What follows belongs to an exercise in optimizing a design on an open flow for small area; a production flow would make more cautious choices.
At most, simulation tests tie the RTL to the original design; equivalence was not proved.
No functional check of the RTL was part of runs 4 to 6.
Power and IR drop assume default switching activity.

## standard.sh

```bash
#!/bin/bash
# synth_recipe.tcl (not shown) runs the flow's synth.tcl, then flattens the netlist and writes it again
# the make line also repeats each setting of config.mk as NAME=value (left out here)
make -C /OpenROAD-flow-scripts/flow DESIGN_CONFIG=/design/flow/config.mk WORK_HOME=/design/flow/orfs CLKGATE_MAP_FILE= SYNTH_SCRIPT=/design/flow/synth_recipe.tcl "${@:-finish}"
```

## config.mk

```make
export PLATFORM = sky130hd
export DESIGN_NAME = drawing_line_top
export DESIGN_NICKNAME = drawing_line_top
export VERILOG_FILES = /design/flow/design.v
export SDC_FILE = /design/flow/constraint.sdc
export NUM_CORES = 4
export LEC_CHECK = 0
export CAP_MARGIN = 20
export CORE_MARGIN = 2
export CORE_UTILIZATION = 40
export SLEW_MARGIN = 20
```

## constraint.sdc

```tcl
create_clock -name core_clock -period 10.0 [get_ports {clk}]
set_input_delay 2.0000 -clock core_clock [delete_from_list [all_inputs] [get_ports {clk}]]
set_output_delay 2.0000 -clock core_clock [all_outputs]
set_load 0.01 [all_outputs]
```

## design.v

```verilog
`timescale 1ns / 1ps
module clock_div (
    input  logic clock,
    input  logic reset,
    output logic div_clock,
    output logic tick,
    output logic ph1, ph2, ph3
    );
logic half;
assign tick = half & ~div_clock;
assign ph1  = ~half & div_clock;
assign ph2  = half & div_clock;
assign ph3  = ~half & ~div_clock;
always_ff @(posedge clock or posedge reset)
    if (reset) begin
        half      <= 1'b0;
        div_clock <= 1'b0;
    end
    else begin
        half      <= ~half;
        div_clock <= div_clock ^ half;
    end
endmodule
`timescale 1ns / 1ps
module vga_controller (
    input  logic       clk,
    input  logic       ce,
    input  logic       reset,
    output logic [5:0] h2, v2,    
    output logic [5:0] h1, v1,    
    output logic       h_sync, v_sync, disp_en,
    output logic       started   
    );
    logic [5:0] hc;
    logic       hw, hs;
    assign hw = (hc == 6'd55);
    assign hs = (hc[5:1] == 5'b11111);           
    assign h1 = (hw | (hc == 6'd62)) ? 6'd0 : hc + 6'd1;
    assign v1 = hw ? ((v2 == 6'd62) ? 6'd0 : v2 + 6'd1) : v2;
    assign h2 = hs ? 6'd0 : hc;
    always_ff @(posedge clk or posedge reset)
        if (reset) begin
            hc <= 6'd62;
            v2 <= 6'd0;
        end
        else if (ce) begin
            hc <= (hw | (hc == 6'd63)) ? 6'd0 : hc + 6'd1;
            v2 <= v1;
        end
    assign started = hc != 6'd62;
    assign h_sync  = ~(hc == 6'd53 || hc == 6'd54);
    assign v_sync  = ~(v2 == 6'd61);
    assign disp_en = (hc < 6'd50) & (v2 < 6'd60);
endmodule
`timescale 1ns / 1ps
module line_drawer (
    input  logic [11:0] nx0, ny0, nx1, ny1,
    input  logic [5:0]  h,       
    input  logic [5:0]  v,       
    input  logic        clk,
    input  logic        ce,      
    input  logic        ph1, ph2, ph3,
    input  logic        rst,
    input  logic        started,  
    output logic [5:0]  px, py
    );
    logic [11:0] x0, y0, x1, y1;
    logic        st_set, st_loop;    
    logic        loh;                
    logic [5:0]  w;
    logic [7:0]  n;                  
    logic [13:0] acc;                
    logic [1:0]  mode;               
    logic        pend;               
    logic        chg;
    logic        in_lh;
    assign in_lh = ~st_set & ~st_loop;
    logic        sx, sy, ex, ey;
    assign sx = x0 > x1;
    assign sy = y0 > y1;
    assign ex = x0 == x1;
    assign ey = y0 == y1;
    logic        big;                
    logic        near;               
    logic        lwz;                
    logic [5:0]  lwl;                
    logic        ndir, nlg;
    assign ndir = loh ? (~sx & ~sy) : ~sx;
    assign nlg  = loh ? (sx ^ sy) : sx;
    logic        at_w1, adv, fin, pos;
    assign at_w1 = lwz && lwl == w;
    assign adv   = ~big & (loh ? ({1'b0, h} + 7'd1 == {1'b0, w})
                               : (v == w && near && n[7:6] == 2'd0 && h > n[5:0]));
    assign fin   = loh ? at_w1 : pend;
    assign pos   = ~acc[13];
    logic        aen, bon, axy, lg, sh, inv, cin;
    always_comb begin
        aen = 1'b1; bon = 1'b0; axy = 1'b0; lg = 1'b0; sh = 1'b0; inv = 1'b0; cin = 1'b0;
        if (ce) begin
            if (in_lh) begin                     
                bon = 1'b1; axy = 1'b1;
            end
            else if (st_set) begin               
                aen = 1'b0; bon = 1'b1; axy = ~loh; lg = 1'b1; inv = 1'b1;
            end
            else if (adv & pos) begin            
                bon = 1'b1; axy = ~loh; lg = 1'b1; sh = 1'b1; inv = 1'b1; cin = 1'b1;
            end
        end
        else if (ph1) begin
            if (in_lh) begin                     
                aen = 1'b0; bon = 1'b1; lg = 1'b1;
            end
            else if (mode[1]) begin              
                bon = 1'b1; axy = ~loh; sh = ~mode[0];
            end
        end
        else if (ph2) begin
            if (in_lh) begin                     
                bon = 1'b1; inv = 1'b1; cin = 1'b1;
            end
            else if (mode != 2'd0) begin         
                bon = 1'b1; axy = loh; lg = 1'b1; sh = 1'b1;
            end
        end
        else begin  
            if (in_lh) begin                     
                bon = 1'b1; axy = 1'b1; lg = 1'b1; inv = 1'b1;
            end
            else if (mode != 2'd0) begin         
                bon = 1'b1; axy = loh; sh = 1'b1; inv = 1'b1; cin = 1'b1;
            end
        end
    end
    logic [11:0] pc;
    logic [13:0] opb, sum;
    assign pc  = axy ? ((lg ~^ sy) ? y0 : y1) : ((lg ~^ sx) ? x0 : x1);
    assign opb = (bon ? (sh ? {1'b0, pc, 1'b0} : {2'b0, pc}) : 14'd0) ^ {14{inv}};
    assign sum = (aen ? acc : 14'd0) + opb + {13'd0, cin};
    always_ff @(posedge clk)
        acc <= sum;
    logic [5:0] wenc, nenc;
    assign wenc = big ? 6'h3f : w;
    assign nenc = (near && n[7:6] == 2'd0) ? n[5:0] : 6'h3f;
    always_ff @(posedge clk or posedge rst)
        if (rst) begin
            st_set  <= 1'b0;
            st_loop <= 1'b0;
            loh     <= 1'b0;
            px      <= 6'h3f;
            py      <= 6'h3f;
        end
        else if (ce) begin
            if (in_lh) begin
                if (~started)
                    loh <= 1'b1;
                else if (~ex & ~ey)
                    loh <= ~sum[13];
                st_set <= 1'b1;
            end
            if (st_set) begin
                st_set  <= 1'b0;
                st_loop <= 1'b1;
            end
            if (st_loop) begin
                px <= loh ? wenc : nenc;
                py <= loh ? nenc : wenc;
                if (fin) begin
                    st_set  <= 1'b1;
                    st_loop <= 1'b0;
                end
            end
            if (chg) begin
                st_set  <= 1'b0;
                st_loop <= 1'b0;
            end
        end
    always_ff @(posedge clk)
        if (ce)
            {x0, y0, x1, y1} <= {nx0, ny0, nx1, ny1};
    assign chg = started ? ({x0, y0, x1, y1} != {nx0, ny0, nx1, ny1})
                         : ({nx0, ny0, nx1, ny1} != {12'd2, 12'd7, 12'd9, 12'd2});
    always_ff @(posedge clk)
        if (ce) begin
            mode <= st_set ? 2'd3 : (st_loop & adv) ? (pos ? 2'd2 : 2'd1) : 2'd0;
            if (st_set) begin
                lwz  <= pc[11:6] == 6'd0;
                lwl  <= pc[5:0];
                pend <= 1'b0;
            end
            else if (st_loop & adv) begin
                w    <= w + 6'd1;
                pend <= at_w1;
                if (pos)
                    n <= ndir ? n + 8'd1 : n - 8'd1;
            end
        end
        else if (mode == 2'd3) begin
            if (ph1) begin
                w    <= pc[5:0];
                big  <= pc[11:6] != 6'd0;
            end
            if ((ph2 & nlg) | (ph3 & ~nlg)) begin
                n    <= pc[7:0];
                near <= (pc[11:7] == 5'd0) || (pc[11:6] == 6'h3f);
            end
        end
endmodule
`timescale 1ns / 1ps
module drawing_line_top(
    input logic clk,
    input logic rst,
    output logic Hsync,
    output logic Vsync,
    output logic [3:0] vgaRed,
    output logic [3:0] vgaGreen,
    output logic [3:0] vgaBlue,
    input logic [11:0] x0,y0,x1,y1,
    output logic disp_en,
    output logic vga_clk,
    output logic [11:0] v_cntr, h_cntr
    );
    logic vga_ce, ph1, ph2, ph3;
    clock_div vga_clk_mod(.clock(clk), .reset(rst), .div_clock(vga_clk), .tick(vga_ce),
                          .ph1(ph1), .ph2(ph2), .ph3(ph3));
    logic [5:0] h2, v2, h1, v1;
    logic started;
    vga_controller vgatxt(.clk(clk), .ce(vga_ce), .reset(rst), .h2(h2), .v2(v2), .h1(h1), .v1(v1),
                          .h_sync(Hsync), .v_sync(Vsync), .disp_en(disp_en), .started(started));
    assign h_cntr = {6'd0, h2};
    assign v_cntr = {6'd0, v2};
    logic [5:0] px, py;
    line_drawer drw1(.nx0(x0), .ny0(y0), .nx1(x1), .ny1(y1), .h(h1), .v(v1),
                     .clk(clk), .ce(vga_ce), .ph1(ph1), .ph2(ph2), .ph3(ph3), .rst(rst), .started(started), .px(px), .py(py));
    logic hit;
    always_ff @(posedge clk)
        if (vga_ce)
            hit <= (h1 == px) && (v1 == py);
    assign vgaRed   = {4{disp_en}};
    assign vgaGreen = {4{disp_en & ~hit}};
    assign vgaBlue  = {4{disp_en & ~hit}};
endmodule
```

## flow/run.sh

```bash
#!/bin/bash
# Standard layout, with the smallest buffer on the ports.
export BUFFER_PORTS_ARGS="-buffer_cell sky130_fd_sc_hd__buf_1"
cat standard.sh > standard_copy.log
bash standard.sh > standard.log 2>&1
```

==> results of run 1 <==
flip-flops by register name, indices dropped and copies added (netlist names), 8 cells and up:
signal / count
drw1.acc: 14
drw1.n: 8
drw1.x0: 12
drw1.x1: 12
drw1.y0: 12
drw1.y1: 12
logic make-up after synthesis:
group	count (synthesis)
mux	29
fa+ha+maj	60
other cells	1
buf+inv	133
simple gates	289
flops	118
compound gates	264
xor+xnor	91
stage by stage:
stage	worst slack, ns	hold slack, ns	cell area, um^2	util
after floorplan	3.520	0.4637	9121	-
after global placement	2.648	0.4781	9483	0.4227
after detailed placement	2.436	0.4862	9483	0.4227
after CTS	2.381	0.4941	10090	0.4496
after global routing	1.622	0.5124	10090	0.4496
final	2.275	0.4885	10090	0.4496
layout by cell type, fill, tap and decap left out, types with 5 or more instances in the layout:
| cell type | synthesis | layout |
|---|---|---|
| a21o_1 | 32 | 32 |
| dfrtp_1 | 12 | 12 |
| nor2b_1 | 7 | 7 |
| buf_4 | 26 | 8 |
| nor3_1 | 15 | 15 |
| a31oi_1 | 24 | 24 |
| o32ai_1 | 14 | 14 |
| buf_1 | 3 | 77 |
| a22oi_1 | 5 | 5 |
| mux2_2 | 7 | 7 |
| dfstp_2 | 17 | 17 |
| xor2_1 | 25 | 25 |
| dfxtp_1 | 14 | 14 |
| ha_1 | 57 | 56 |
| nor4_1 | 12 | 12 |
| mux2i_1 | 21 | 21 |
| nand2_1 | 56 | 56 |
| and3_1 | 7 | 7 |
| o211ai_1 | 6 | 6 |
| or2_2 | 5 | 5 |
| nor2_1 | 79 | 79 |
| o21ai_0 | 55 | 55 |
| o21a_1 | 5 | 5 |
| conb_1 | 1 | 12 |
| clkbuf_16 | 0 | 17 |
| nand4_1 | 15 | 15 |
| xnor2_1 | 65 | 65 |
| o22ai_1 | 24 | 24 |
| edfxtp_1 | 75 | 75 |
| o31ai_1 | 7 | 7 |
| nor4b_1 | 8 | 8 |
| nand3_1 | 21 | 21 |
| and2_1 | 16 | 16 |
| nand2b_1 | 12 | 12 |
| a21oi_1 | 48 | 48 |
| nor4bb_1 | 6 | 6 |
| inv_1 | 66 | 66 |
| or4_1 | 5 | 5 |
final cells by class:
cell class              count  area (um^2)  area share
clock buffers              23        478.0     0.04739
clock inverters             9        125.1     0.01241
inverters                  68        255.2     0.02531
multi-input cells         745         5243      0.5198
flip-flops and latches    118         3279      0.3251
well taps                 285        356.6     0.03536
repair buffers             85        349.1     0.03461
critical path: cells and delay by family (launching register included):
family,cells,cell delay [ns]
flops,1,0.62
buf+inv,1,0.06
fa+ha+maj,3,1.02
xor+xnor,3,0.39
simple gates,11,2.34
mux,1,0.74
compound gates,11,2.49
metal layers:
layer,up-vias,global-route usage,share of wire,wire (um)
li1,3680,-,-,-
met1,3501,0.2733,0.46,11010
met2,199,0.3361,0.47,11420
met3,36,0.03642,0.046,1101
met4,0,0.06658,0.021,514
met5,-,0,0,0
where the power goes:
part / internal (uW) / total [uW] / switching [uW]
combinational: 160 / 340 / 179
clock: 410 / 638 / 228
sequential: 563 / 580 / 16.9
worst max path at each step:
| stage | startpoint | to | slack, ns | cells past startpoint |
|---|---|---|---|---|
| 6_report | vgatxt.hc[1]$_DFFE_PP1P_ | drw1.acc[12]$_DFF_P_ | 2.28 | 30 |
| 5_1_grt | vgatxt.hc[1]$_DFFE_PP1P_ | drw1.acc[12]$_DFF_P_ | 1.62 | 30 |
| 4_1_cts | vgatxt.hc[1]$_DFFE_PP1P_ | drw1.acc[12]$_DFF_P_ | 2.38 | 30 |
| 3_5_place_dp | vgatxt.hc[1]$_DFFE_PP1P_ | drw1.acc[12]$_DFF_P_ | 2.44 | 30 |
| 3_3_place_gp | vgatxt.hc[1]$_DFFE_PP1P_ | drw1.acc[12]$_DFF_P_ | 2.65 | 30 |
| 2_1_floorplan | vga_clk_mod.div_clock$_DFF_PP0_ | drw1.acc[12]$_DFF_P_ | 3.52 | 28 |
==> summary.txt, run 1 <==
Run status
  • Status: complete, no violations

Critical path
  • Slowest CP cell: mux2i_1
  • CP Data Required Time: 10.35 ns
  • Worst setup SP type: flop
  • Critical Path Sink Type: flop
  • Max FO, Critical Path: 12
  • Crit path kind: flop to flop
  • Internal reg-to-reg setup slack: about 2.3 ns
  • Crit path DAT: 8.08 ns
  • Worst Reg2Reg Path Length in Cells: 30
  • Reg2reg start: vgatxt.hc[1]$_DFFE_PP1P_
  • R2r endpoint: drw1.acc[12]$_DFF_P_
  • Cell mode on critical path: a21oi_1
  • CP max stage delay: ~0.74 ns

Power
  • Total Power: between 1500 and 2000 uW
  • Pwr Density: 154.5 nW/um^2
  • Leakage: 0.004072 uW
  • Peak supply drop: 0.1092 mV

Clock network
  • Root Driver: clkbuf_16
  • Sink Count: approximately 120
  • Clk latency of the worst-skew pair: between 0.4 and 0.5 ns
  • Maximum clock insertion buffer count: 2
  • Setup Fix Bufs, Post-CTS: 0
  • Depth of the CTS H-tree: 4
  • CTS Buf Count: 17
  • TritonCTS clock tree: yes
  • CTS clock-pin slew for the worst setup and hold paths: around 0.06 ns
  • CTS-repair resized insts: 0
  • # hold bufs at CTS: 0

Die
  • Die area: around 24000 um^2
  • Die height: 154.7 um
  • Initial Utilization: 0.4047
  • Die X: between 150 and 200 um
  • Row Count: 55
  • Area of the core region: ~22000 um^2
  • Io pins: 90

Drt
  • Via density: between 5 and 6
  • WL per Instance: between 15 and 20 um
  • Vias post-DR: about 7.4k
  • Initial DRC Count: 468
  • Antenna-violating nets left: 0
  • Drt first pass iters: 5
  • Final wirelength: between 20000 and 25000 um
  • # DRC: 0

Layout
  • Fin nets: approximately 1.1k
  • Diodes inserted: 0
  • Fill cells: 2203
  • Layout Cells excl Fill: approximately 1.3k
  • Area growth, synth to finish: 11.08%
  • Share of layout cells above drive strength 1: 0.08206

Synth
  • Cell variety after synth: 83
  • Cell with the most instances after synthesis: nor2_1
  • Synth Area in XOR/XNOR: 0.08984
  • Compound-gate portion of the synthesized area: 0.1931
  • Post-synth EDFFs: 75
  • Most frequent cells after synthesis: nor2_1, edfxtp_1, inv_1
  • Largest area contributor in the netlist: edfxtp_1
  • Main combinational cell family by area after synthesis: compound AO/OA/AOI/OAI gates
  • Mux contribution to synthesized area: 0.03431
  • Synth Instances: 985
  • FFs w/ async S/R, synth: 0.2458
  • Avg Cell Area, Syn: between 9 and 10 um^2
  • Post-Synth Simple-Gate Area: 0.1680
  • Adder-cell area share of the yosys netlist: 0.08516
  • Yosys reg bits: 118
  • Yosys top cell area share: 0.2480
  • Synth Flop Type: edfxtp_1
  • Synth warnings: 4
  • Ranking of synthesized cells by area: edfxtp_1, ha_1, xnor2_1
  • Mapped Area: 9080 um^2
  • Sequential share of the synthesized area: 0.3612

STA
  • Final setup fails: 0
  • FMAX: 129.5 MHz
  • Final setup skew: 0.008366 ns
  • Worst-Margin Slew: around 1.0 ns
  • Hold Vio Cnt, Final: 0
  • Minimum clock period: between 7 and 8 ns
  • Setup TNS: 0 ns
  • Final Max Slew Viols: 0
  • Rel. slew slack: 0.3093
  • Final worst path period share: 0.7725
  • RSZ-0062 raised after global routing: no

Hold path
  • Worst Hold Path Cells: 2
  • Worst Hold Class: flop to flop
  • Worst Hold End: drw1.py[5]$_DFFE_PP1P_
  • Hold path startpoint: drw1.py[5]$_DFFE_PP1P_

Placement
  • Routability cong.: slightly below 0.9
  • IO buf count: 77
  • Placed insts: approximately 1.3k
  • HPWL after detailed placement: approximately 18000 um

Global routing
  • Vias in the first global route: ~7k
  • Largest net degree at the start of global routing: 57
  • Total GRT Usage: 0.2044
  • First-pass GRT wire length: about 38000 um
  • Initial antenna violation count: 0
  • Grt ovf: 0

Run
  • # Max-Cap Violations: 0
==> run 2: changes to the inputs <==
==> run.sh (new file) <==
#!/bin/bash
# synth_recipe.tcl (not shown) runs the flow's synth.tcl, then flattens the netlist and writes it again
# the make line also repeats each setting of config.mk as NAME=value (left out here)
make -C /OpenROAD-flow-scripts/flow DESIGN_CONFIG=/design/flow/config.mk WORK_HOME=/design/flow/orfs CLKGATE_MAP_FILE= SYNTH_SCRIPT=/design/flow/synth_recipe.tcl finish
--- a/config.mk
+++ b/config.mk
@@ -7,5 +7,6 @@
 export LEC_CHECK = 0
 export CAP_MARGIN = 20
 export CORE_MARGIN = 2
-export CORE_UTILIZATION = 40
+export CORE_UTILIZATION = 60
+export CTS_BUF_LIST = sky130_fd_sc_hd__clkbuf_4
 export SLEW_MARGIN = 20
removed: flow/run.sh
removed: standard.sh
==> summary.txt, run 2 <==
Die
  • Die X: approximately 130 um
  • Area of the core region: 14640 um^2
  • Row Count: 44
  • Initial Utilization: 0.6200
  • Die height: between 100 and 150 um
  • Die area: about 16000 um^2
  • Io pins: 90

Clock network
  • Clk latency of the worst-skew pair: approximately 0.55 ns
  • Sink Count: between 100 and 150
  • Maximum clock insertion buffer count: 2
  • CTS clock-pin slew for the worst setup and hold paths: 0.11 ns
  • # hold bufs at CTS: 0
  • Root Driver: clkbuf_4
  • TritonCTS clock tree: yes
  • Depth of the CTS H-tree: 4
  • Setup Fix Bufs, Post-CTS: 0
  • CTS Buf Count: 17
  • CTS-repair resized insts: 0

Global routing
  • Grt ovf: 0
  • First-pass GRT wire length: approximately 37000 um
  • Vias in the first global route: about 7k
  • Initial antenna violation count: 0
  • Total GRT Usage: 0.2857
  • Largest net degree at the start of global routing: around 80

Layout
  • Post-route cell area: 10090 um^2
  • Max reg flops: 14
  • Area growth, synth to finish: 11.15%
  • Share of layout cells above drive strength 1: 0.08238
  • Commonest non-fill, non-tap cell in the layout: nor2_1
  • Largest Register: drw1.acc
  • Diodes inserted: 0
  • Layout Cells excl Fill: 1228
  • Commonest cells after routing, fill and taps aside: nor2_1, clkdlybuf4s50_1, edfxtp_1
  • Fin nets: roughly 1.1k

Drt
  • Antenna-violating nets left: 0
  • Vias post-DR: roughly 7.6k
  • WL per Instance: ~18 um
  • Drt first pass iters: 8
  • Initial DRC Count: roughly 570
  • # DRC: 0
  • Via density: 6.181
  • Final wirelength: roughly 23000 um

Critical path
  • Cell mode on critical path: a21o_1
  • CP Data Required Time: 10.41 ns
  • Critical Path Sink Type: flop
  • Crit path DAT: between 8 and 9 ns
  • Max FO, Critical Path: 12
  • CP max stage delay: roughly 0.75 ns
  • Worst setup SP type: flop
  • Slowest CP cell: mux2i_1
  • Crit path kind: flop to flop

Placement
  • HPWL after detailed placement: ~17000 um
  • Routability cong.: 0.9509
  • Placed insts: 1197
  • Placed Instance Area: ~10000 um^2
  • IO buf count: 77
  • Post-place setup slack: around 2.4 ns

Run
  • # Max-Cap Violations: 0

Synth
  • Cell with the most instances after synthesis: nor2_1
  • Cell variety after synth: 83
  • Yosys top cell area share: 0.2480
  • FFs w/ async S/R, synth: 0.2458
  • Synth warnings: 4
  • Sequential share of the synthesized area: 0.3612
  • Synth Flop Type: edfxtp_1
  • Largest area contributor in the netlist: edfxtp_1
  • Most frequent cells after synthesis: nor2_1, edfxtp_1, inv_1
  • Avg Cell Area, Syn: between 9 and 10 um^2
  • Mapped Area: slightly above 9000 um^2
  • Synth Instances: 985
  • Post-synth EDFFs: 75
  • Ranking of synthesized cells by area: edfxtp_1, ha_1, xnor2_1
  • Yosys reg bits: approximately 120

STA
  • RSZ-0062 raised after global routing: no
  • FMAX: ~130 MHz
  • Rel. slew slack: 0.2950
  • Minimum clock period: between 7 and 8 ns
  • Final setup fails: 0
  • Hold Vio Cnt, Final: 0
  • Final setup skew: 0.02473 ns
  • Worst-Margin Slew: 1.055 ns
  • Final Max Slew Viols: 0
  • Setup slack after layout: approximately 2.3 ns
  • Setup TNS: 0 ns
  • Final worst path period share: 0.7741

Power
  • Peak supply drop: 0.1481 mV
  • Leakage: 0.004107 uW
  • Pwr Density: about 130 nW/um^2

Hold path
  • Worst Hold Class: flop to flop

Run status
  • Status: complete, no violations
==> run 2: stage by stage <==
stage          utilization  hold slack (ns)  total power (uW)
2_1_floorplan            -           0.4637             856.5
3_3_place_gp        0.6703           0.4782             930.6
3_5_place_dp        0.6703           0.4872             938.0
4_1_cts             0.6887           0.5023              1281
5_1_grt             0.6892           0.5225              1354
6_report            0.6892           0.4989              1273
==> run 2: critical path, delay by kind of cell, from the launching register on <==
family,cells,cell delay (ns)
and+or+nand+nor,9,2.24
muxes,1,0.75
DFF,1,0.63
xor gates and xnor gates,3,0.55
adders and majority gates,2,0.68
AOI/OAI and AO/OA,13,2.77
==> run 2: worst paths after layout <==
check / end / startpoint / slack [ns] / cells past startpoint
worst max register to register: drw1.loh$_DFFE_PP0P_ / vgatxt.hc[1]$_DFFE_PP1P_ / 2.26 / 28
worst min register to register: drw1.py[3]$_DFFE_PP1P_ / drw1.py[3]$_DFFE_PP1P_ / 0.50 / 2
worst min-delay path: drw1.py[3]$_DFFE_PP1P_ / drw1.py[3]$_DFFE_PP1P_ / 0.50 / 2
worst max-delay path: drw1.loh$_DFFE_PP0P_ / vgatxt.hc[1]$_DFFE_PP1P_ / 2.26 / 28
max in group asynchronous: drw1.px[4]$_DFFE_PP1P_ / rst / 7.82 / 3
min in group asynchronous: vga_clk_mod.half$_DFF_PP0_ / rst / 1.83 / 3
==> run 2: report_power, final <==
group	switching [uW]	internal (uW)
logic	178	173
registers	17.8	562
clock network	195	148
total	390	883
==> run 2: cells by family (layout without fill, tap and decap cells) <==
group	Yosys count	count (layout)	synth area share
buffers and inverters	133	181	0.06807
multiplexers	29	29	0.03431
other	1	12	0.0004130
adder cells (fa/ha/maj)	60	60	0.08516
flip-flops	118	118	0.3612
AO/OA/AOI/OAI	264	264	0.1931
AND/OR/NAND/NOR	289	289	0.1680
XOR/XNOR	91	91	0.08985
==> run 2: cell type report <==
class | count | area (um^2)
fill | 1161 | 4552
clock buffer | 18 | 135.1
inverter | 68 | 255.2
multi-input combinational | 745 | 5249
clock inverter | 13 | 135.1
timing repair buffer | 82 | 808.3
tap | 184 | 230.2
sequential | 118 | 3279
==> run 2: metal layers <==
metal  GRT usage  routed length, um  vias to the layer above
met4      0.1254                786                        0
met3     0.04941               1119                       59
met1      0.3760               9881                     3574
met2      0.4665              10870                      269
met5           0                  0                        -
li1            -                  -                     3688
==> run 3: changes to the inputs <==
--- a/config.mk
+++ b/config.mk
@@ -7,6 +7,5 @@
 export LEC_CHECK = 0
 export CAP_MARGIN = 20
 export CORE_MARGIN = 2
-export CORE_UTILIZATION = 60
-export CTS_BUF_LIST = sky130_fd_sc_hd__clkbuf_4
+export CORE_UTILIZATION = 40
 export SLEW_MARGIN = 20
==> summary.txt, run 3 <==
Run status
  • Status: complete, no violations

Hold path
  • Worst Hold Class: flop to flop
  • Worst Hold Path Cells: 2

Die
  • Initial Utilization: 0.4047
  • Die height: approximately 150 um
  • Die area: 23920 um^2
  • Die X: around 150 um
  • Row Count: 55
  • Io pins: 90
  • Area of the core region: ~22000 um^2

STA
  • RSZ-0062 raised after global routing: no
  • Rel. slew slack: 0.3043
  • Hold Vio Cnt, Final: 0
  • Final setup skew: between 0.01 and 0.015 ns
  • Worst-Margin Slew: roughly 1.0 ns
  • Final setup fails: 0
  • FMAX: about 130 MHz
  • Minimum clock period: approximately 8 ns
  • Final worst path period share: 0.7895
  • Final Max Slew Viols: 0
  • Setup TNS: 0 ns

Drt
  • # DRC: 0
  • Drt first pass iters: 5
  • Via density: 5.698
  • Vias post-DR: approximately 7.6k
  • Antenna-violating nets left: 0
  • Initial DRC Count: 490
  • WL per Instance: around 19 um
  • Final wirelength: roughly 25000 um

Synth
  • Yosys top cell area share: 0.2480
  • Largest area contributor in the netlist: edfxtp_1
  • Synth Instances: between 900 and 1k
  • Synth warnings: 4
  • Yosys reg bits: between 100 and 150
  • Synth Flop Type: edfxtp_1
  • Post-synth EDFFs: between 70 and 80
  • Ranking of synthesized cells by area: edfxtp_1, ha_1, xnor2_1
  • Most frequent cells after synthesis: nor2_1, edfxtp_1, inv_1
  • Cell variety after synth: 83
  • Avg Cell Area, Syn: ~9 um^2
  • Cell with the most instances after synthesis: nor2_1
  • FFs w/ async S/R, synth: 0.2458
  • Sequential share of the synthesized area: 0.3612
  • Mapped Area: around 9000 um^2

Global routing
  • Largest net degree at the start of global routing: 55
  • First-pass GRT wire length: about 39000 um
  • Total GRT Usage: 0.2095
  • Grt ovf: 0
  • Vias in the first global route: about 7.2k
  • Initial antenna violation count: 0

Clock network
  • Root Driver: clkbuf_16
  • Depth of the CTS H-tree: 4
  • Setup Fix Bufs, Post-CTS: 0
  • CTS Buf Count: 17
  • TritonCTS clock tree: yes
  • CTS-repair resized insts: 0
  • # hold bufs at CTS: 0
  • Maximum clock insertion buffer count: 2
  • CTS clock-pin slew for the worst setup and hold paths: 0.06 ns
  • Clk latency of the worst-skew pair: 0.43 ns
  • Sink Count: 118

Critical path
  • Critical Path Sink Type: flop
  • Slowest CP cell: mux2i_1
  • Crit path kind: flop to flop
  • Crit path DAT: about 8.2 ns
  • CP max stage delay: between 0.7 and 0.8 ns
  • Worst setup SP type: flop
  • Max FO, Critical Path: 12
  • CP Data Required Time: around 10 ns
  • Cell mode on critical path: a21oi_1
  • Worst Reg2Reg Path Length in Cells: 30

Layout
  • Multi-input gate area: 5261 um^2
  • Layout Cells excl Fill: around 1.3k
  • Commonest non-fill, non-tap cell in the layout: nor2_1
  • Commonest cells after routing, fill and taps aside: nor2_1, clkdlybuf4s50_1, edfxtp_1
  • Fin nets: 1142
  • Diodes inserted: 0
  • Max reg flops: 14
  • Largest Register: drw1.acc
  • Final core utilization: 0.4706
  • Share of layout cells above drive strength 1: 0.08038
  • Area growth, synth to finish: 16.26%
  • Fill cells: approximately 2.2k
  • FF+latch area: about 3300 um^2
  • Post-route cell area: between 10000 and 15000 um^2

Placement
  • HPWL after detailed placement: 18320 um
  • IO buf count: 77
  • Placed Instance Area: 9942 um^2
  • Placed insts: 1298
  • Routability cong.: 0.9174

Power
  • Pwr Density: between 100 and 150 nW/um^2
  • Int Power: 1149 uW
  • Switching power: around 430 uW
  • Sw frac: 0.2713
  • Clk pwr share: 0.406
  • Leakage: between 0.004 and 0.005 uW
  • Seq pwr share: 0.369
  • Peak supply drop: around 0.092 mV
  • Comb power frac: 0.226

Run
  • # Max-Cap Violations: 0
run 3: cell counts after synthesis:
No cell type changed its count.
run 3: cell families (layout without fill, tap and decap cells):
| group | Yosys count | count (layout) | synth area share |
|---|---|---|---|
| xor gates and xnor gates | 91 | 91 | 0.08985 |
| DFF | 118 | 118 | 0.3612 |
| buffers and inverters | 133 | 182 | 0.06807 |
| and+or+nand+nor | 289 | 289 | 0.1680 |
| AOI/OAI and AO/OA | 264 | 264 | 0.1931 |
| adders and majority gates | 60 | 60 | 0.08516 |
| muxes | 29 | 29 | 0.03431 |
| other | 1 | 12 | 0.0004130 |
run 3: cell type report:
cell class / instances / share of cell area
inverter: 68 / 0.02418
tap: 285 / 0.03378
clock buffer: 20 / 0.04137
timing repair buffer: 82 / 0.07657
multi-input combinational: 745 / 0.4984
sequential: 118 / 0.3107
clock inverter: 12 / 0.01505
run 3: final timing paths:
check	from	slack, ns	endpoint
max reg2reg	vgatxt.hc[1]$_DFFE_PP1P_	2.10	drw1.acc[12]$_DFF_P_
max in group asynchronous	rst	7.67	drw1.px[5]$_DFFE_PP1P_
min	drw1.py[4]$_DFFE_PP1P_	0.49	drw1.py[4]$_DFFE_PP1P_
max	vgatxt.hc[1]$_DFFE_PP1P_	2.10	drw1.acc[12]$_DFF_P_
min in group asynchronous	rst	1.98	vgatxt.v2[2]$_DFFE_PP0P_
min reg2reg	drw1.py[4]$_DFFE_PP1P_	0.49	drw1.py[4]$_DFFE_PP1P_
run 3: per-stage QoR:
stage / power, uW / hold slack (ns) / setup WS, ns
3_3_place_gp: 936.8 / 0.4777 / 2.633
2_1_floorplan: 856.5 / 0.4637 / 3.520
5_1_grt: 1655 / 0.5035 / 1.379
4_1_cts: 1589 / 0.4937 / 2.243
3_5_place_dp: 943.4 / 0.4853 / 2.321
6_report: 1577 / 0.4929 / 2.105
run 3: worst max-delay path: cells and delay by family (launching register included):
| kind | cells | cell delay (ns) |
|---|---|---|
| XOR/XNOR | 3 | 0.38 |
| adder cells (fa/ha/maj) | 3 | 1.06 |
| flip-flops | 1 | 0.63 |
| buffers and inverters | 1 | 0.05 |
| AO/OA/AOI/OAI | 11 | 2.50 |
| multiplexers | 1 | 0.71 |
| AND/OR/NAND/NOR | 11 | 2.44 |
run 3: power groups by stage:
stage                     Sequential, uW  Combinational, uW  Clock (uW)
after floorplan                      582                275           0
after global placement               590                347           0
after detailed placement             591                353           0
after CTS                            581                357         651
after global routing                 586                399         671
final                                582                356         640
run 3: metal layers:
metal  GRT usage  part of all wire  wire length (um)
met1      0.2723              0.45             11070
met2      0.3440              0.47             11700
met3     0.03614             0.045              1104
met4     0.09127             0.034               835
met5           0                 0                 0
==> run 4: changes to the inputs <==
--- a/design.v
+++ b/design.v
@@ -80,17 +80,14 @@
     assign sy = y0 > y1;
     assign ex = x0 == x1;
     assign ey = y0 == y1;
-    logic        big;                
-    logic        near;               
-    logic        lwz;                
     logic [5:0]  lwl;                
     logic        ndir, nlg;
     assign ndir = loh ? (~sx & ~sy) : ~sx;
     assign nlg  = loh ? (sx ^ sy) : sx;
     logic        at_w1, adv, fin, pos;
-    assign at_w1 = lwz && lwl == w;
-    assign adv   = ~big & (loh ? ({1'b0, h} + 7'd1 == {1'b0, w})
-                               : (v == w && near && n[7:6] == 2'd0 && h > n[5:0]));
+    assign at_w1 = lwl == w;
+    assign adv   = loh ? ({1'b0, h} + 7'd1 == {1'b0, w})
+                       : (v == w && n[7:6] == 2'd0 && h > n[5:0]);
     assign fin   = loh ? at_w1 : pend;
     assign pos   = ~acc[13];
     logic        aen, bon, axy, lg, sh, inv, cin;
@@ -140,8 +137,8 @@
     always_ff @(posedge clk)
         acc <= sum;
     logic [5:0] wenc, nenc;
-    assign wenc = big ? 6'h3f : w;
-    assign nenc = (near && n[7:6] == 2'd0) ? n[5:0] : 6'h3f;
+    assign wenc = w;
+    assign nenc = (n[7:6] == 2'd0) ? n[5:0] : 6'h3f;
     always_ff @(posedge clk or posedge rst)
         if (rst) begin
             st_set  <= 1'b0;
@@ -184,8 +181,7 @@
         if (ce) begin
             mode <= st_set ? 2'd3 : (st_loop & adv) ? (pos ? 2'd2 : 2'd1) : 2'd0;
             if (st_set) begin
-                lwz  <= pc[11:6] == 6'd0;
-                lwl  <= pc[5:0];
+                lwl  <= (pc[11:6] == 6'd0) ? pc[5:0] : 6'h3f;
                 pend <= 1'b0;
             end
             else if (st_loop & adv) begin
@@ -197,12 +193,10 @@
         end
         else if (mode == 2'd3) begin
             if (ph1) begin
-                w    <= pc[5:0];
-                big  <= pc[11:6] != 6'd0;
+                w    <= (pc[11:6] == 6'd0) ? pc[5:0] : 6'h3f;
             end
             if ((ph2 & nlg) | (ph3 & ~nlg)) begin
-                n    <= pc[7:0];
-                near <= (pc[11:7] == 5'd0) || (pc[11:6] == 6'h3f);
+                n    <= ((pc[11:7] == 5'd0) || (pc[11:6] == 6'h3f)) ? pc[7:0] : 8'd128;
             end
         end
 endmodule
==> flow/run.sh (new file) <==
#!/bin/bash
# Standard layout, with the smallest buffer on the ports.
export BUFFER_PORTS_ARGS="-buffer_cell sky130_fd_sc_hd__buf_1"
bash standard.sh > standard.log 2>&1
==> standard.sh (new file) <==
#!/bin/bash
# synth_recipe.tcl (not shown) runs the flow's synth.tcl, then flattens the netlist and writes it again
# the make line also repeats each setting of config.mk as NAME=value (left out here)
make -C /OpenROAD-flow-scripts/flow DESIGN_CONFIG=/design/flow/config.mk WORK_HOME=/design/flow/orfs CLKGATE_MAP_FILE= SYNTH_SCRIPT=/design/flow/synth_recipe.tcl "${@:-finish}"
--- a/config.mk
+++ b/config.mk
@@ -7,5 +7,6 @@
 export LEC_CHECK = 0
 export CAP_MARGIN = 20
 export CORE_MARGIN = 2
-export CORE_UTILIZATION = 40
+export CORE_UTILIZATION = 60
+export CTS_BUF_LIST = sky130_fd_sc_hd__clkbuf_8
 export SLEW_MARGIN = 20
removed: run.sh
==> summary.txt, run 4 <==
Drt
  • Highest metal used: met4
  • Wl on met1: about 11000 um
  • # DRC: 0
  • Metal2 WL: 11300 um
  • Drt first pass iters: 6
  • Met3 wire len: around 1200 um
  • Final wirelength: 24000 um
  • WL per Instance: between 15 and 20 um
  • Antenna-violating nets left: 0
  • Via density: 6.174
  • Initial DRC Count: about 780
  • Vias post-DR: 7903

Synth
  • Synth Flop Type: edfxtp_1
  • Ranking of synthesized cells by area: edfxtp_1, ha_1, xnor2_1
  • Largest area contributor in the netlist: edfxtp_1
  • Synth Instances: about 1.0k
  • FFs w/ async S/R, synth: 0.2522
  • Yosys top cell area share: 0.2336
  • Cell variety after synth: 95
  • Mapped Area: 9254 um^2
  • Post-synth EDFFs: slightly above 70
  • Cell with the most instances after synthesis: nor2_1
  • Yosys reg bits: ~120
  • Sequential share of the synthesized area: 0.3446
  • Synth warnings: 4
  • Avg Cell Area, Syn: approximately 8.9 um^2
  • Most frequent cells after synthesis: nor2_1, inv_1, edfxtp_1

Clock network
  • Setup Fix Bufs, Post-CTS: 0
  • Root Driver: clkbuf_8
  • # hold bufs at CTS: 0
  • CTS clock-pin slew for the worst setup and hold paths: roughly 0.080 ns
  • CTS Buf Count: 17
  • Depth of the CTS H-tree: 4
  • CTS-repair resized insts: 0
  • TritonCTS clock tree: yes
  • Clk latency of the worst-skew pair: 0.46 ns
  • Sink Count: 115
  • Maximum clock insertion buffer count: 2

Layout
  • Fin nets: between 1k and 1.5k
  • Multi-input gate area: between 5000 and 6000 um^2
  • Layout Cells excl Fill: approximately 1.3k
  • Fill cells: ~1.3k
  • Commonest non-fill, non-tap cell in the layout: nor2_1
  • Final core utilization: 0.6525
  • FF+latch area: about 3200 um^2
  • Diodes inserted: 0
  • Max reg flops: 14
  • Area growth, synth to finish: 6.801%
  • Commonest cells after routing, fill and taps aside: nor2_1, buf_1, inv_1
  • Largest Register: drw1.acc
  • Post-route cell area: slightly below 10000 um^2
  • Share of layout cells above drive strength 1: 0.08150

Die
  • Io pins: 90
  • Die area: 16430 um^2
  • Initial Utilization: 0.6110
  • Row Count: between 40 and 50
  • Area of the core region: ~15000 um^2
  • Die X: between 100 and 150 um
  • Die height: between 100 and 150 um

Power
  • Leakage: approximately 0.0038 uW
  • Switching power: between 400 and 500 uW
  • Int Power: 912.3 uW
  • Pwr Density: ~140 nW/um^2
  • Sw frac: 0.3263
  • Comb power frac: 0.269
  • Peak supply drop: between 0.1 and 0.15 mV
  • Seq pwr share: 0.425
  • Clk pwr share: 0.306

STA
  • Final setup skew: approximately 0.013 ns
  • Final worst path period share: 0.7847
  • Final Max Slew Viols: 0
  • FMAX: around 130 MHz
  • RSZ-0062 raised after global routing: no
  • Rel. slew slack: 0.3092
  • Hold Vio Cnt, Final: 0
  • Final setup fails: 0
  • Worst-Margin Slew: roughly 1 ns
  • Setup slack after layout: 2.153 ns
  • Minimum clock period: ~7.8 ns
  • Setup TNS: 0 ns

Critical path
  • Reg2reg start: vgatxt.hc[1]$_DFFE_PP1P_
  • Crit path DAT: a little over 8 ns
  • Crit path from: vgatxt.hc[1]$_DFFE_PP1P_
  • Crit path kind: flop to flop
  • Slowest CP cell: o41a_1
  • Cell mode on critical path: o21ai_0
  • CP Data Required Time: between 10 and 15 ns
  • Critical Path Sink Type: flop
  • CP max stage delay: roughly 0.65 ns
  • Max FO, Critical Path: 18
  • Worst setup SP type: flop

Placement
  • Placed Instance Area: approximately 9500 um^2
  • Placed insts: around 1.2k
  • HPWL after detailed placement: between 15000 and 20000 um
  • Post-place setup slack: about 2.3 ns
  • IO buf count: 77
  • Routability cong.: approximately 0.96

Global routing
  • First-pass GRT wire length: 37750 um
  • Vias in the first global route: approximately 7.2k
  • Largest net degree at the start of global routing: 46
  • Total GRT Usage: 0.2964
  • Grt ovf: 0
  • Initial antenna violation count: 0

Hold path
  • Worst Hold Class: flop to flop
  • Hold path startpoint: drw1.py[0]$_DFFE_PP1P_

Run status
  • Status: complete, no violations

Run
  • # Max-Cap Violations: 0
run 4: cell count changes in the layout (fill, tap and decap cells not counted), sizes merged, moves of 7 or more:
| cell | change |
|---|---|
| a21o | -18 |
| mux2i | -7 |
| nand3 | +10 |
| nand4 | +19 |
| o22ai | -12 |
| nand2 | +7 |
| inv | +9 |
| buf | +80 |
| clkdlybuf4s50 | -77 |
| a21oi | +22 |
run 4: cell families (layout without fill, tap and decap cells):
logic type      after synthesis  count (layout)  share of synthesized area
xor+xnor                     81              81                    0.07666
mux                          23              23                    0.02772
other cells                   1              12                  0.0004052
buf+inv                     144             191                    0.07139
flops                       115             115                     0.3446
simple gates                330             330                     0.1946
compound gates              280             280                     0.2013
fa+ha+maj                    60              60                    0.08329
run 4: layer usage:
layer  track usage  vias to the layer above
li1              -                     3890
met1        0.3996                     3726
met2        0.4862                      252
met3       0.05050                       35
met4       0.09632                        0
met5             0                        -
run 4: worst max-delay path: cells and delay by family (launching register included):
kind,cells,cell delay [ns]
DFF,1,0.59
and+or+nand+nor,7,1.79
muxes,2,0.45
AOI/OAI and AO/OA,15,3.46
xor gates and xnor gates,2,0.43
adders and majority gates,3,1.00
run 4: per-stage QoR:
step | total power (uW) | hold slack [ns]
CTS | 1360 | 0.4883
global placement | 939.5 | 0.4765
detailed placement | 944.7 | 0.4777
global route | 1429 | 0.5114
floorplan | 863.7 | 0.4637
finish | 1354 | 0.4871
run 4: final timing paths:
path,to,slack [ns],cells past startpoint
min in group asynchronous,vga_clk_mod.div_clock$_DFF_PP0_,1.60,3
worst max register to register,drw1.loh$_DFFE_PP0P_,2.15,29
worst min-delay path,drw1.py[0]$_DFFE_PP1P_,0.49,2
max in group asynchronous,vgatxt.hc[3]$_DFFE_PP1P_,8.04,3
worst max-delay path,drw1.loh$_DFFE_PP0P_,2.15,29
worst min register to register,drw1.py[0]$_DFFE_PP1P_,0.49,2
run 4: power by group through the flow:
stage / combinational [uW] / clock (uW) / sequential (uW)
finish: 365 / 414 / 576
global placement: 355 / 0 / 584
detailed placement: 360 / 0 / 585
CTS: 363 / 421 / 575
floorplan: 294 / 0 / 569
global route: 412 / 439 / 578
run 4: cell type report:
| class | instances | share of cell area |
|---|---|---|
| clock buffer | 17 | 0.02367 |
| clock inverter | 15 | 0.01355 |
| inverter | 74 | 0.02810 |
| multi-input combinational | 786 | 0.5529 |
| sequential | 115 | 0.3227 |
| tap | 188 | 0.02380 |
| timing repair buffer | 85 | 0.03532 |
==> run 5: changes to the inputs <==
--- a/config.mk
+++ b/config.mk
@@ -8,5 +8,5 @@
 export CAP_MARGIN = 20
 export CORE_MARGIN = 2
 export CORE_UTILIZATION = 60
-export CTS_BUF_LIST = sky130_fd_sc_hd__clkbuf_8
+export CTS_BUF_LIST = sky130_fd_sc_hd__clkbuf_4
 export SLEW_MARGIN = 20
==> summary.txt, run 5 <==
Hold path
  • Worst Hold Class: flop to flop
  • Worst Hold End: drw1.py[0]$_DFFE_PP1P_
  • Hold path startpoint: drw1.py[0]$_DFFE_PP1P_
  • Worst Hold Path Cells: 2

Synth
  • Largest area contributor in the netlist: edfxtp_1
  • Post-synth EDFFs: slightly above 70
  • Avg Cell Area, Syn: 8.950 um^2
  • Synth warnings: 4
  • Mapped Area: ~9300 um^2
  • Synth Instances: just over 1k
  • Synth Flop Type: edfxtp_1
  • Sequential share of the synthesized area: 0.3446
  • Yosys reg bits: 115
  • Most frequent cells after synthesis: nor2_1, inv_1, edfxtp_1
  • Yosys top cell area share: 0.2336
  • Ranking of synthesized cells by area: edfxtp_1, ha_1, xnor2_1
  • FFs w/ async S/R, synth: 0.2522
  • Cell with the most instances after synthesis: nor2_1
  • Cell variety after synth: 95

Critical path
  • Critical Path Sink Type: flop
  • Internal reg-to-reg setup slack: ~2.1 ns
  • Cell mode on critical path: o21ai_0
  • CP Data Required Time: approximately 10 ns
  • R2r endpoint: drw1.loh$_DFFE_PP0P_
  • Max FO, Critical Path: 18
  • Crit path DAT: between 8 and 9 ns
  • Worst setup SP type: flop
  • Slowest CP cell: o41a_1
  • Worst Reg2Reg Path Length in Cells: 29
  • CP max stage delay: 0.65 ns
  • Reg2reg start: vgatxt.hc[1]$_DFFE_PP1P_
  • Crit path kind: flop to flop

Drt
  • Drt first pass iters: 5
  • Initial DRC Count: 873
  • Via density: around 6.2
  • Vias post-DR: between 7k and 8k
  • Antenna-violating nets left: 0
  • Final wirelength: ~24000 um
  • WL per Instance: roughly 19 um
  • # DRC: 0

Die
  • Io pins: 90
  • Area of the core region: 15150 um^2
  • Die area: approximately 16000 um^2
  • Initial Utilization: 0.6110
  • Die height: about 130 um
  • Row Count: 45
  • Die X: around 130 um

STA
  • Final setup skew: between 0.02 and 0.025 ns
  • Worst-Margin Slew: roughly 1.0 ns
  • RSZ-0062 raised after global routing: no
  • FMAX: 127.3 MHz
  • Setup TNS: 0 ns
  • Final worst path period share: 0.7857
  • Final setup fails: 0
  • Final Max Slew Viols: 0
  • Minimum clock period: between 7 and 8 ns
  • Hold_ws: about 0.49 ns
  • Setup slack after layout: 2.143 ns
  • Rel. slew slack: 0.3020
  • Hold Vio Cnt, Final: 0

Power
  • Peak supply drop: about 0.14 mV
  • Leakage: between 0.003 and 0.004 uW
  • Pwr Density: roughly 130 nW/um^2

Clock network
  • CTS Buf Count: 17
  • Clk latency of the worst-skew pair: 0.55 ns
  • TritonCTS clock tree: yes
  • Maximum clock insertion buffer count: 2
  • CTS-repair resized insts: 0
  • Setup Fix Bufs, Post-CTS: 0
  • # hold bufs at CTS: 0
  • Depth of the CTS H-tree: 4
  • Sink Count: approximately 120
  • Root Driver: clkbuf_4
  • CTS clock-pin slew for the worst setup and hold paths: between 0.1 and 0.15 ns

Placement
  • IO buf count: a little under 80
  • HPWL after detailed placement: approximately 18000 um
  • Routability cong.: ~0.96
  • Post-place setup slack: ~2.3 ns

Global routing
  • Largest net degree at the start of global routing: between 40 and 50
  • Vias in the first global route: a little over 7k
  • First-pass GRT wire length: around 38000 um
  • Initial antenna violation count: 0
  • Grt ovf: 0
  • Total GRT Usage: 0.2958

Layout
  • Commonest non-fill, non-tap cell in the layout: nor2_1
  • Final core utilization: 0.6455
  • Share of layout cells above drive strength 1: 0.08150
  • Max reg flops: 14
  • Diodes inserted: 0
  • Commonest cells after routing, fill and taps aside: nor2_1, buf_1, inv_1
  • Fin nets: ~1.2k
  • Fill cells: about 1.3k
  • Largest Register: drw1.acc
  • Area growth, synth to finish: 5.652%

Run status
  • Status: complete, no violations

Run
  • # Max-Cap Violations: 0
[run 5: cell counts after synthesis]
No cell type changed its count.
[run 5: area by class of cell]
class | instances | area (um^2) | area share
well taps | 188 | 235.2 | 0.02406
flip-flops and latches | 115 | 3189 | 0.3262
multi-input cells | 786 | 5464 | 0.5589
clock buffers | 17 | 127.6 | 0.01305
repair buffers | 85 | 349.1 | 0.03571
clock inverters | 15 | 133.9 | 0.01369
inverters | 74 | 277.8 | 0.02841
[run 5: where the power goes]
part	switching, uW	internal (uW)	total (uW)
registers	26.8	549	576
clock network	203	125	328
logic	199	166	365
total	429	839	1270
[run 5: cell families (layout without fill, tap and decap cells)]
kind of cell,Yosys count,in the layout,synth area share
fa+ha+maj,60,60,0.08329
mux,23,23,0.02772
simple gates,330,330,0.1946
xor+xnor,81,81,0.07666
buf+inv,144,191,0.07139
compound gates,280,280,0.2013
other cells,1,12,0.0004052
flops,115,115,0.3446
[run 5: layer usage]
metal / track usage / vias up / routed length [um]
met5: 0 / - / 0
met4: 0.09179 / 0 / 489
met3: 0.05634 / 31 / 1182
met2: 0.4815 / 230 / 11270
met1: 0.3999 / 3738 / 10910
li1: - / 3894 / -
[run 5: critical path, delay by kind of cell, from the launching register on]
family	cells	cell delay, ns
compound gates	15	3.46
xor+xnor	2	0.43
fa+ha+maj	3	1.00
flops	1	0.61
mux	2	0.45
simple gates	7	1.80
[run 5: worst max path at each step]
stage | startpoint | end | slack (ns) | cells after the start
floorplan | vgatxt.hc[0]$_DFFE_PP0P_ | drw1.loh$_DFFE_PP0P_ | 3.28 | 32
global placement | vgatxt.hc[1]$_DFFE_PP1P_ | drw1.loh$_DFFE_PP0P_ | 2.55 | 29
detailed placement | vgatxt.hc[1]$_DFFE_PP1P_ | drw1.loh$_DFFE_PP0P_ | 2.29 | 29
CTS | vgatxt.hc[1]$_DFFE_PP1P_ | drw1.loh$_DFFE_PP0P_ | 2.26 | 29
global route | vgatxt.hc[1]$_DFFE_PP1P_ | drw1.loh$_DFFE_PP0P_ | 1.30 | 29
finish | vgatxt.hc[1]$_DFFE_PP1P_ | drw1.loh$_DFFE_PP0P_ | 2.14 | 29
[run 5: metrics by stage]
step	power, uW	instances	area [um^2]
floorplan	863.7	1045	9295
global placement	939.5	1248	9509
detailed placement	944.7	1248	9509
CTS	1271	1280	9771
global route	1342	1280	9777
finish	1268	1280	9777
==> run 6: changes to the inputs <==
--- a/design.v
+++ b/design.v
@@ -75,67 +75,68 @@
     logic        chg;
     logic        in_lh;
     assign in_lh = ~st_set & ~st_loop;
-    logic        sx, sy, ex, ey;
+    logic        sx, ex, sy, ey;
     assign sx = x0 > x1;
-    assign sy = y0 > y1;
     assign ex = x0 == x1;
-    assign ey = y0 == y1;
     logic [5:0]  lwl;                
-    logic        ndir, nlg;
+    logic        ndir;
     assign ndir = loh ? (~sx & ~sy) : ~sx;
-    assign nlg  = loh ? (sx ^ sy) : sx;
     logic        at_w1, adv, fin, pos;
     assign at_w1 = lwl == w;
     assign adv   = loh ? ({1'b0, h} + 7'd1 == {1'b0, w})
                        : (v == w && n[7:6] == 2'd0 && h > n[5:0]);
     assign fin   = loh ? at_w1 : pend;
     assign pos   = ~acc[13];
-    logic        aen, bon, axy, lg, sh, inv, cin;
+    logic [11:0] pc;
+    logic        isx, lg, syu, wrole;
+    assign pc    = ce ? x0 : ph1 ? y1 : ph2 ? y0 : x1;
+    assign isx   = ce | ph3;
+    assign syu   = (in_lh & ph3) ? acc[13] : sy;    
+    assign lg    = ce ? sx : ph3 ? ~sx : ph2 ? syu : ~syu;   
+    assign wrole = isx == loh;                      
+    logic        aen, bon, sh, inv, cin;
+    logic        ini, stp, sgn;
     always_comb begin
-        aen = 1'b1; bon = 1'b0; axy = 1'b0; lg = 1'b0; sh = 1'b0; inv = 1'b0; cin = 1'b0;
+        ini = 1'b0; stp = 1'b0; sgn = 1'b0;
         if (ce) begin
-            if (in_lh) begin                     
-                bon = 1'b1; axy = 1'b1;
-            end
-            else if (st_set) begin               
-                aen = 1'b0; bon = 1'b1; axy = ~loh; lg = 1'b1; inv = 1'b1;
-            end
-            else if (adv & pos) begin            
-                bon = 1'b1; axy = ~loh; lg = 1'b1; sh = 1'b1; inv = 1'b1; cin = 1'b1;
-            end
-        end
-        else if (ph1) begin
-            if (in_lh) begin                     
-                aen = 1'b0; bon = 1'b1; lg = 1'b1;
-            end
-            else if (mode[1]) begin              
-                bon = 1'b1; axy = ~loh; sh = ~mode[0];
-            end
-        end
-        else if (ph2) begin
-            if (in_lh) begin                     
-                bon = 1'b1; inv = 1'b1; cin = 1'b1;
-            end
-            else if (mode != 2'd0) begin         
-                bon = 1'b1; axy = loh; lg = 1'b1; sh = 1'b1;
-            end
-        end
-        else begin  
-            if (in_lh) begin                     
-                bon = 1'b1; axy = 1'b1; lg = 1'b1; inv = 1'b1;
-            end
-            else if (mode != 2'd0) begin         
-                bon = 1'b1; axy = loh; sh = 1'b1; inv = 1'b1; cin = 1'b1;
-            end
-        end
-    end
-    logic [11:0] pc;
+            ini = st_set;
+            stp = st_loop & adv;
+            sgn = pos;
+        end
+        else begin
+            ini = mode == 2'd3;
+            stp = mode == 2'd2 || mode == 2'd1;
+            sgn = mode == 2'd2;
+        end
+        aen = 1'b1; bon = 1'b0; sh = 1'b0; inv = 1'b0; cin = 1'b0;
+        if (in_lh) begin
+            bon = 1'b1;
+            if (ph1)
+                aen = 1'b0;
+            else if (ph2) begin
+                inv = 1'b1; cin = 1'b1;
+            end
+            else begin
+                inv = lg ^ syu; cin = ~lg & ~syu;
+            end
+        end
+        else if (ini | stp) begin
+            aen = ~(ce & ini);
+            bon = ~(stp & ~sgn & wrole);
+            sh  = stp | ~wrole;
+            inv = wrole ? lg : ~lg;
+            cin = inv & ~(ini & wrole);
+        end
+    end
     logic [13:0] opb, sum;
-    assign pc  = axy ? ((lg ~^ sy) ? y0 : y1) : ((lg ~^ sx) ? x0 : x1);
     assign opb = (bon ? (sh ? {1'b0, pc, 1'b0} : {2'b0, pc}) : 14'd0) ^ {14{inv}};
     assign sum = (aen ? acc : 14'd0) + opb + {13'd0, cin};
     always_ff @(posedge clk)
         acc <= sum;
+    logic        cap_w, cap_l, cap_n;
+    assign cap_w = ini & wrole & ~lg;
+    assign cap_l = ini & wrole & lg;
+    assign cap_n = ini & (ce ? ~loh : ph1 ? (loh & sx) : ph2 ? (loh & ~sx) : 1'b0);
     logic [5:0] wenc, nenc;
     assign wenc = w;
     assign nenc = (n[7:6] == 2'd0) ? n[5:0] : 6'h3f;
@@ -144,15 +145,19 @@
             st_set  <= 1'b0;
             st_loop <= 1'b0;
             loh     <= 1'b0;
+            sy      <= 1'b1;
             px      <= 6'h3f;
             py      <= 6'h3f;
         end
-        else if (ce) begin
+        else begin
+          if (in_lh & ph3 & started)
+            sy <= acc[13];
+          if (ce) begin
             if (in_lh) begin
                 if (~started)
                     loh <= 1'b1;
                 else if (~ex & ~ey)
-                    loh <= ~sum[13];
+                    loh <= sum[13] ^ sy;
                 st_set <= 1'b1;
             end
             if (st_set) begin
@@ -171,19 +176,18 @@
                 st_set  <= 1'b0;
                 st_loop <= 1'b0;
             end
+          end
         end
     always_ff @(posedge clk)
         if (ce)
             {x0, y0, x1, y1} <= {nx0, ny0, nx1, ny1};
     assign chg = started ? ({x0, y0, x1, y1} != {nx0, ny0, nx1, ny1})
                          : ({nx0, ny0, nx1, ny1} != {12'd2, 12'd7, 12'd9, 12'd2});
-    always_ff @(posedge clk)
+    always_ff @(posedge clk) begin
         if (ce) begin
             mode <= st_set ? 2'd3 : (st_loop & adv) ? (pos ? 2'd2 : 2'd1) : 2'd0;
-            if (st_set) begin
-                lwl  <= (pc[11:6] == 6'd0) ? pc[5:0] : 6'h3f;
+            if (st_set)
                 pend <= 1'b0;
-            end
             else if (st_loop & adv) begin
                 w    <= w + 6'd1;
                 pend <= at_w1;
@@ -191,14 +195,15 @@
                     n <= ndir ? n + 8'd1 : n - 8'd1;
             end
         end
-        else if (mode == 2'd3) begin
-            if (ph1) begin
-                w    <= (pc[11:6] == 6'd0) ? pc[5:0] : 6'h3f;
-            end
-            if ((ph2 & nlg) | (ph3 & ~nlg)) begin
-                n    <= ((pc[11:7] == 5'd0) || (pc[11:6] == 6'h3f)) ? pc[7:0] : 8'd128;
-            end
-        end
+        if (in_lh & ph3)
+            ey <= acc == 14'd0;
+        if (cap_w)
+            w   <= (pc[11:6] == 6'd0) ? pc[5:0] : 6'h3f;
+        if (cap_l)
+            lwl <= (pc[11:6] == 6'd0) ? pc[5:0] : 6'h3f;
+        if (cap_n)
+            n   <= ((pc[11:7] == 5'd0) || (pc[11:6] == 6'h3f)) ? pc[7:0] : 8'd128;
+    end
 endmodule
 `timescale 1ns / 1ps
 module drawing_line_top(
--- a/config.mk
+++ b/config.mk
@@ -8,5 +8,5 @@
 export CAP_MARGIN = 20
 export CORE_MARGIN = 2
 export CORE_UTILIZATION = 60
-export CTS_BUF_LIST = sky130_fd_sc_hd__clkbuf_4
+export CTS_BUF_LIST = sky130_fd_sc_hd__clkbuf_8
 export SLEW_MARGIN = 20
==> summary.txt, run 6 <==
Critical path
  • Crit path from: vgatxt.hc[1]$_DFFE_PP1P_
  • R2r endpoint: drw1.loh$_DFFE_PP0P_
  • Cell mode on critical path: ha_1
  • Worst Reg2Reg Path Length in Cells: 25
  • Reg2reg start: vgatxt.hc[1]$_DFFE_PP1P_
  • CP Data Required Time: between 10 and 15 ns
  • Slowest CP cell: o21ai_1
  • Critical Path Sink Type: flop
  • Worst setup SP type: flop
  • Crit path DAT: around 7 ns
  • Critical Path Sink: drw1.loh$_DFFE_PP0P_
  • Max FO, Critical Path: 11
  • Crit path kind: flop to flop
  • CP max stage delay: around 0.6 ns
  • Internal reg-to-reg setup slack: 3.45 ns

Placement
  • Post-place setup slack: 3.502 ns
  • Placed Instance Area: ~9000 um^2
  • IO buf count: 77
  • Routability cong.: slightly below 0.9
  • Placed insts: 1196
  • HPWL after detailed placement: approximately 16000 um

Synth
  • Largest area contributor in the netlist: edfxtp_1
  • Mapped Area: 8807 um^2
  • Synth warnings: 4
  • Synth Flop Type: edfxtp_1
  • Cell variety after synth: a little under 80
  • Yosys top cell area share: 0.2489
  • Ranking of synthesized cells by area: edfxtp_1, ha_1, xnor2_1
  • Yosys reg bits: approximately 120
  • Cell with the most instances after synthesis: nor2_1
  • Most frequent cells after synthesis: nor2_1, nand2_1, edfxtp_1
  • Avg Cell Area, Syn: between 8 and 9 um^2
  • Sequential share of the synthesized area: 0.3685
  • FFs w/ async S/R, synth: 0.2564
  • Synth Instances: 986
  • Post-synth EDFFs: 73

Power
  • Peak supply drop: 0.1086 mV
  • Pwr Density: approximately 140 nW/um^2
  • Leakage: 0.003681 uW

Clock network
  • TritonCTS clock tree: yes
  • Setup Fix Bufs, Post-CTS: 0
  • Clk latency of the worst-skew pair: between 0.4 and 0.5 ns
  • Sink Count: roughly 120
  • CTS Buf Count: 17
  • Root Driver: clkbuf_8
  • Depth of the CTS H-tree: 4
  • CTS-repair resized insts: 0
  • CTS clock-pin slew for the worst setup and hold paths: about 0.080 ns
  • # hold bufs at CTS: 0
  • Maximum clock insertion buffer count: 2

Layout
  • Share of layout cells above drive strength 1: 0.07471
  • Final core utilization: 0.6561
  • Layout Cells excl Fill: roughly 1.2k
  • Post-route cell area: roughly 9500 um^2
  • Largest Register: drw1.acc
  • Fill cells: ~1.2k
  • Diodes inserted: 0
  • Fin nets: roughly 1.1k
  • Commonest cells after routing, fill and taps aside: nor2_1, nand2_1, buf_1
  • Area growth, synth to finish: 7.458%
  • Commonest non-fill, non-tap cell in the layout: nor2_1
  • Max reg flops: 14

STA
  • Hold Vio Cnt, Final: 0
  • Minimum clock period: between 6 and 7 ns
  • Worst-Margin Slew: roughly 1.0 ns
  • Rel. slew slack: 0.3048
  • Setup slack after layout: roughly 3.4 ns
  • Final Max Slew Viols: 0
  • Final setup fails: 0
  • RSZ-0062 raised after global routing: no
  • FMAX: 152.6 MHz
  • Final worst path period share: 0.6555
  • Final setup skew: roughly 0.0080 ns
  • Setup TNS: 0 ns

Die
  • Area of the core region: 14420 um^2
  • Die height: between 100 and 150 um
  • Row Count: 44
  • Die X: 125.2 um
  • Io pins: 90
  • Die area: about 16000 um^2
  • Initial Utilization: 0.6106

Drt
  • Highest metal used: met4
  • Wl on met1: ~10000 um
  • WL per Instance: around 18 um
  • Met3 wire len: 875 um
  • Vias post-DR: roughly 7.4k
  • # DRC: 0
  • Drt first pass iters: 6
  • Via density: between 6 and 7
  • Antenna-violating nets left: 0
  • Metal2 WL: a little over 10000 um
  • Initial DRC Count: 606
  • Final wirelength: roughly 22000 um

Global routing
  • Vias in the first global route: just under 7k
  • Total GRT Usage: 0.2812
  • Largest net degree at the start of global routing: 69
  • Initial antenna violation count: 0
  • Grt ovf: 0
  • First-pass GRT wire length: ~35000 um

Run
  • # Max-Cap Violations: 0

Run status
  • Status: complete, no violations

Hold path
  • Hold path startpoint: drw1.py[1]$_DFFE_PP1P_
  • Worst Hold Class: flop to flop
==> run 6: cell count changes after synthesis, sizes merged, moves of 16 or more <==
| cell | before | now |
|---|---|---|
| inv | 73 | 56 |
| nand2 | 64 | 80 |
| nor2 | 83 | 104 |
| xor2 | 21 | 37 |
| nand4 | 35 | 13 |
==> run 6: through the flow <==
stage,hold WS [ns],total power (uW)
2_1_floorplan,0.4637,810.3
3_3_place_gp,0.4801,864.5
3_5_place_dp,0.4837,865.9
4_1_cts,0.4946,1310
5_1_grt,0.5195,1370
6_report,0.4901,1306
==> run 6: worst min-delay path by stage <==
stage                        endpoint  depth (start not counted)
5_1_grt        drw1.py[1]$_DFFE_PP1P_                          2
6_report       drw1.py[1]$_DFFE_PP1P_                          2
2_1_floorplan  drw1.py[1]$_DFFE_PP1P_                          2
3_5_place_dp   drw1.py[1]$_DFFE_PP1P_                          2
4_1_cts        drw1.py[1]$_DFFE_PP1P_                          2
3_3_place_gp   drw1.py[1]$_DFFE_PP1P_                          2
==> run 6: critical path, delay by kind of cell, from the launching register on <==
| family | cells | cell delay [ns] |
|---|---|---|
| AND/OR/NAND/NOR | 2 | 0.27 |
| multiplexers | 3 | 0.85 |
| buffers and inverters | 1 | 0.13 |
| AO/OA/AOI/OAI | 13 | 3.18 |
| adder cells (fa/ha/maj) | 3 | 0.90 |
| XOR/XNOR | 3 | 0.51 |
| flip-flops | 1 | 0.60 |
==> run 6: layer usage <==
layer	up-vias	GRT usage
li1	3648	-
met1	3469	0.3740
met2	214	0.4607
met3	44	0.04878
met4	0	0.1098
met5	-	0
==> run 6: layout make-up <==
| type | count | area (um^2) | share of cell area |
|---|---|---|---|
| Timing Repair Buffer | 83 | 334.1 | 0.03530 |
| Sequential cell | 117 | 3246 | 0.3429 |
| Tap cell | 184 | 230.2 | 0.02433 |
| Inverter | 56 | 210.2 | 0.02221 |
| Clock inverter | 15 | 156.4 | 0.01653 |
| Multi-Input combinational cell | 756 | 5054 | 0.5340 |
| Clock buffer | 17 | 234.0 | 0.02472 |
==> run 6: cells by family after synthesis <==
logic type,after synthesis,share of synthesized area
AOI/OAI and AO/OA,253,0.1864
xor gates and xnor gates,95,0.09689
adders and majority gates,50,0.07359
buffers and inverters,124,0.06464
DFF,117,0.3685
muxes,23,0.02713
other,1,0.0004258
and+or+nand+nor,323,0.1824
==> run 6: power by group <==
group          switching, uW  internal (uW)
combinational            159            136
clock                    224            222
sequential              20.4            545
total                    404            903

## afterwards: timing with drivers on the ports
How much do the figures lean on ideal ports? The routed layouts below were timed once more, with nothing changed but the port constraints. Step 1, drivers: a clkbuf_16 drives clk and a buf_2 each remaining input, both assumed. Step 2 moves the port delays by t, midway between the first and last clock arrival at a register: inputs arrive t later, outputs are due t later. That takes back most of the time a late clock gives input paths. a / b / c = no drivers / after step 1 / after step 2; a / b = the first two.
run	t (ns)	setup slack, ns	hold slack, ns	worst setup path at the end	cell pins on the clock port's net
run 1	0.470	2.275 / 2.275 / 2.275	0.489 / 0.489 / 0.489	register to register	1
run 2	0.579	2.259 / 2.259 / 2.259	0.499 / 0.499 / 0.499	register to register	1
run 3	0.470	2.105 / 2.105 / 2.105	0.493 / 0.493 / 0.493	register to register	1
run 4	0.488	2.153 / 2.153 / 2.153	0.487 / 0.487 / 0.487	register to register	1
run 5	0.577	2.143 / 2.143 / 2.143	0.493 / 0.493 / 0.493	register to register	1
run 6	0.491	3.445 / 3.445 / 3.445	0.490 / 0.490 / 0.490	register to register	1
After both steps setup and hold are still met in every run listed.
